This is an optimization exercise on Yosys and OpenROAD, whose aim is a short achievable clock period and few clock cycles, not a production implementation.

before:
==> flow/design.v (excerpt) <==
module cpu16(clk, rst, imem_addr, imem_data, dmem_we, dmem_addr, dmem_wdata, dmem_rdata);
input clk;
input rst;
output [16-1:0] imem_addr;
input  [16-1:0] imem_data;
output dmem_we;
output [4-1:0] dmem_addr;
output [16-1:0] dmem_wdata;
input  [16-1:0] dmem_rdata;
reg        x0_wr, x0_lw;     
reg  [2:0] x0_op;
reg  [3:0] x0_rd, x0_imm;
reg [15:0] x0_a, x0_b;
reg        x1_wr, x1_lw;     
reg  [2:0] x1_op;
reg  [3:0] x1_rd, x1_imm;
reg [15:0] x1_a, x1_b;
reg        x_sw;             
reg  [3:0] x_addr;           
reg [15:0] x_wdata;          
reg        xm_wr;            
reg  [3:0] xm_rd;
reg [15:0] x_ma, x_mb;
reg        m_wr;             
reg  [3:0] m_rd;
reg [15:0] m_s, m_c;         
reg        bt_v, bt_cj;      
reg [15:0] bt_trig;          
reg [15:0] bt_jt;            
reg [15:0] bt_ct;            
reg  [3:0] bt_crd, bt_crs;   
reg        v_pend;           
reg        p_cnt;            
reg [15:0] p_ct;
reg  [3:0] p_crd, p_crs;
localparam NC = 8;
  ...
Size in the first run: about 9900 cells after synthesis, roughly 780 flip-flops, ~71 I/O pins, roughly 0.075 mm2 of cells after synthesis.
Settings: LEC_CHECK=0, ABC_CLOCK_PERIOD_IN_PS=3000, CAP_MARGIN=20, CORE_MARGIN=2, CORE_UTILIZATION=40, SLEW_MARGIN=20; clock period 12.5 ns.
standard.sh (not shown) runs the stock make flow with config.mk's settings and CLKGATE_MAP_FILE= SYNTH_SCRIPT=/design/flow/synth_recipe.tcl, a recipe that flattens the netlist after the stock synthesis.
==> flow/flow/run.sh <==
#!/bin/bash
# The standard layout, with the timing repair aiming for more setup slack
# than the clock needs, so that it shortens paths below the period.
set -euo pipefail
bash standard.sh SETUP_SLACK_MARGIN=8 TNS_END_PERCENT=100 MATCH_CELL_FOOTPRINT=0 finish > make_finish.log 2>&1
Stage in which a tool error killed before: 5_1_grt.
> inputs changed (before -> after)
--- a/flow/design.v
+++ b/flow/design.v
@@ -127,21 +127,22 @@
 	input [4*NR-1:0] raddr,
 	input f0_en,
 	input [3:0] f0_addr,
 	input [15:0] f0_data,
 	input f1_en,
 	input [3:0] f1_addr,
 	input [15:0] f1_data,
 	input w2_en,
 	input [3:0] w2_addr,
 	input [15:0] w2_data,
-	output [16*NR-1:0] rdata
+	output [16*NR-1:0] rdata,
+	output [255:0] eq          
 );
 reg [15:0] r [1:15];
 wire [15:0] v [0:15];
 assign v[0] = 16'd0;
 genvar j, k;
 generate
 	for (j = 1; j < 16; j = j + 1) begin : g
 		assign v[j] = (f1_en && f1_addr == j) ? f1_data :
 		              (f0_en && f0_addr == j) ? f0_data : r[j];
 		always @(posedge clk) begin
@@ -149,20 +150,31 @@
 				r[j] <= (j == 1) ? 16'd5 : 16'd0;
 			else if ((f1_en && f1_addr == j) || (f0_en && f0_addr == j))
 				r[j] <= v[j];
 			else if (w2_en && w2_addr == j)
 				r[j] <= w2_data;
 		end
 	end
 	for (k = 0; k < NR; k = k + 1) begin : rd
 		assign rdata[16*k +: 16] = v[raddr[4*k +: 4]];
 	end
+	for (j = 0; j < 16; j = j + 1) begin : ea
+		for (k = 0; k < 16; k = k + 1) begin : eb
+			if (j == k) begin : same
+				assign eq[16*j + k] = 1'b1;
+			end else if (j < k) begin : cmp
+				assign eq[16*j + k] = (v[j] == v[k]);
+			end else begin : sym
+				assign eq[16*j + k] = eq[16*k + j];
+			end
+		end
+	end
 endgenerate
 endmodule
 module cpu16(clk, rst, imem_addr, imem_data, dmem_we, dmem_addr, dmem_wdata, dmem_rdata);
 input clk;
 input rst;
 output [16-1:0] imem_addr;
 input  [16-1:0] imem_data;
 output dmem_we;
 output [4-1:0] dmem_addr;
 output [16-1:0] dmem_wdata;
@@ -252,29 +264,34 @@
 wire [15:0] x1_res = x1_lw ? dmem_rdata : alu1_out;
 wire [15:0] pp_s, pp_c;
 mul_csa MUL0(.a(x_ma), .b(x_mb), .s(pp_s), .c(pp_c));
 wire [15:0] product;
 adder MADD(.a(m_s), .b(m_c), .out(product));
 function pend_mul(input [3:0] r);
     pend_mul = (xm_wr & (xm_rd == r)) | (m_wr & (m_rd == r));
 endfunction
 wire stall = pend_mul(rs0) | (uses_rt0 & pend_mul(rt0)) | (uses_rd0 & pend_mul(rd0));
 wire blk1  = pend_mul(rs1) | (uses_rt1 & pend_mul(rt1)) | (uses_rd1 & pend_mul(rd1));
-wire [15:0] va0, vb0, vd0, va1, vb1, vd1, vc1, vc2;
-regfile #(.NR(8)) RF0(.clk(clk), .rst(rst),
-            .raddr({bt_crs, bt_crd, rd1, rt1, rs1, rd0, rt0, rs0}),
+wire [15:0] va0, vb0, vd0, va1, vb1, vd1;
+wire [255:0] eqm;
+regfile #(.NR(6)) RF0(.clk(clk), .rst(rst),
+            .raddr({rd1, rt1, rs1, rd0, rt0, rs0}),
             .f0_en(x0_wr), .f0_addr(x0_rd), .f0_data(x0_res),
             .f1_en(x1_wr), .f1_addr(x1_rd), .f1_data(x1_res),
             .w2_en(m_wr), .w2_addr(m_rd), .w2_data(product),
-            .rdata({vc2, vc1, vd1, vb1, va1, vd0, vb0, va0}));
-wire taken  = is_beq0 & (vd0 == va0);
-wire squash = v_pend & (vc1 == vc2);
+            .rdata({vd1, vb1, va1, vd0, vb0, va0}), .eq(eqm));
+wire eq_d0  = eqm[{rd0, rs0}];           
+wire eq_st0 = eqm[{rs0, rt0}];           
+wire eq_st1 = eqm[{rs1, rt1}];           
+wire eq_c   = eqm[{bt_crd, bt_crs}];     
+wire taken  = is_beq0 & eq_d0;
+wire squash = v_pend & eq_c;
 wire go     = ~squash & ~stall;
 wire raw    = d_wr0 & ((rd0 == rs1) | (uses_rt1 & (rd0 == rt1)) | (uses_rd1 & (rd0 == rd1)));
 wire ok     = h1 & ~is_beq1 & ~blk1 & ~is_beq0 & ~raw &
               ~(mem0 & mem1) & ~(is_mul0 & is_mul1) & ~(is_mul0 & d_wr1 & (rd1 == rd0));
 wire [16-1:0] target;
 adder BranchAdder(.a(pc1), .b(imm0), .out(target));
 wire hit_p0 = bt_v & (pc == bt_trig);
 wire hit_p1 = bt_v & (pc1 == bt_trig);
 wire fold   = ok ? hit_p1 : (hit_p0 & ~taken);
 function wr_c(input d_wr, input [3:0] r);
@@ -283,23 +300,23 @@
 function sub_c(input d_wr, input [3:0] o, input [3:0] r);
     sub_c = d_wr & ((o == 4'b0001) | (o == 4'b0011)) &
             (((r == bt_crd) & (bt_crs == 4'd0)) | ((r == bt_crs) & (bt_crd == 4'd0)));
 endfunction
 wire wc0   = wr_c(d_wr0, rd0);
 wire wc1   = wr_c(d_wr1, rd1);
 wire wc    = wc0 | (ok & wc1);
 wire xc    = xm_wr & ((xm_rd == bt_crd) | (xm_rd == bt_crs));
 wire mc    = m_wr & ((m_rd == bt_crd) | (m_rd == bt_crs));
 wire subx  = ok ? sub_c(d_wr1, op1, rd1) : sub_c(d_wr0, op0, rd0);
-wire eqx   = ok ? (va1 == vb1) : (va0 == vb0);
+wire eqx   = ok ? eq_st1 : eq_st0;
 wire c_now = (~wc & ~xc & ~mc) | subx;
-wire c_tk  = subx ? eqx : (vc1 == vc2);
+wire c_tk  = subx ? eqx : eq_c;
 wire blk   = bt_cj & ((is_mul0 & wc0) | (ok & is_mul1 & wc1) | xc);
 wire fold_ok = fold & ~blk;
 wire fold_c  = fold_ok & bt_cj & c_now & c_tk;    
 wire pend    = fold_ok & bt_cj & ~c_now;           
 wire [16-1:0] npc = squash  ? bt_ct :
                         taken   ? target :
                         fold_c  ? bt_ct :
                         fold_ok ? bt_jt :
                         ok      ? pc2 : pc1;
 PC1 pc0(.clk(clk), .rst(rst), .en(go | squash), .nextPC(npc), .currPC(pc));
Results
Not one of after and before finished clean.
after terminated abnormally: 5_1_grt reported GRT-0116.
Status(before) = ERROR, stage = 5_1_grt
Number of placed I/O pins: after vs before identical
after: area of placed instances 30% above before
Changes observed in after relative to before: number of nets in the synthesized netlist now sits higher; placement-stage worst setup slack now sits lower; compound-gate portion of the synthesized area now sits lower; area of the mapped netlist now sits higher.
Effective utilization at floorplan (after over before): decrease, 0.23 points
after against before: share of the synthesized netlist area taken by xor and xnor gates moved up, adder and majority gate portion of the synthesized area moved down, mean area per synthesized cell level.
No functional check of the RTL was part of any run of this note.
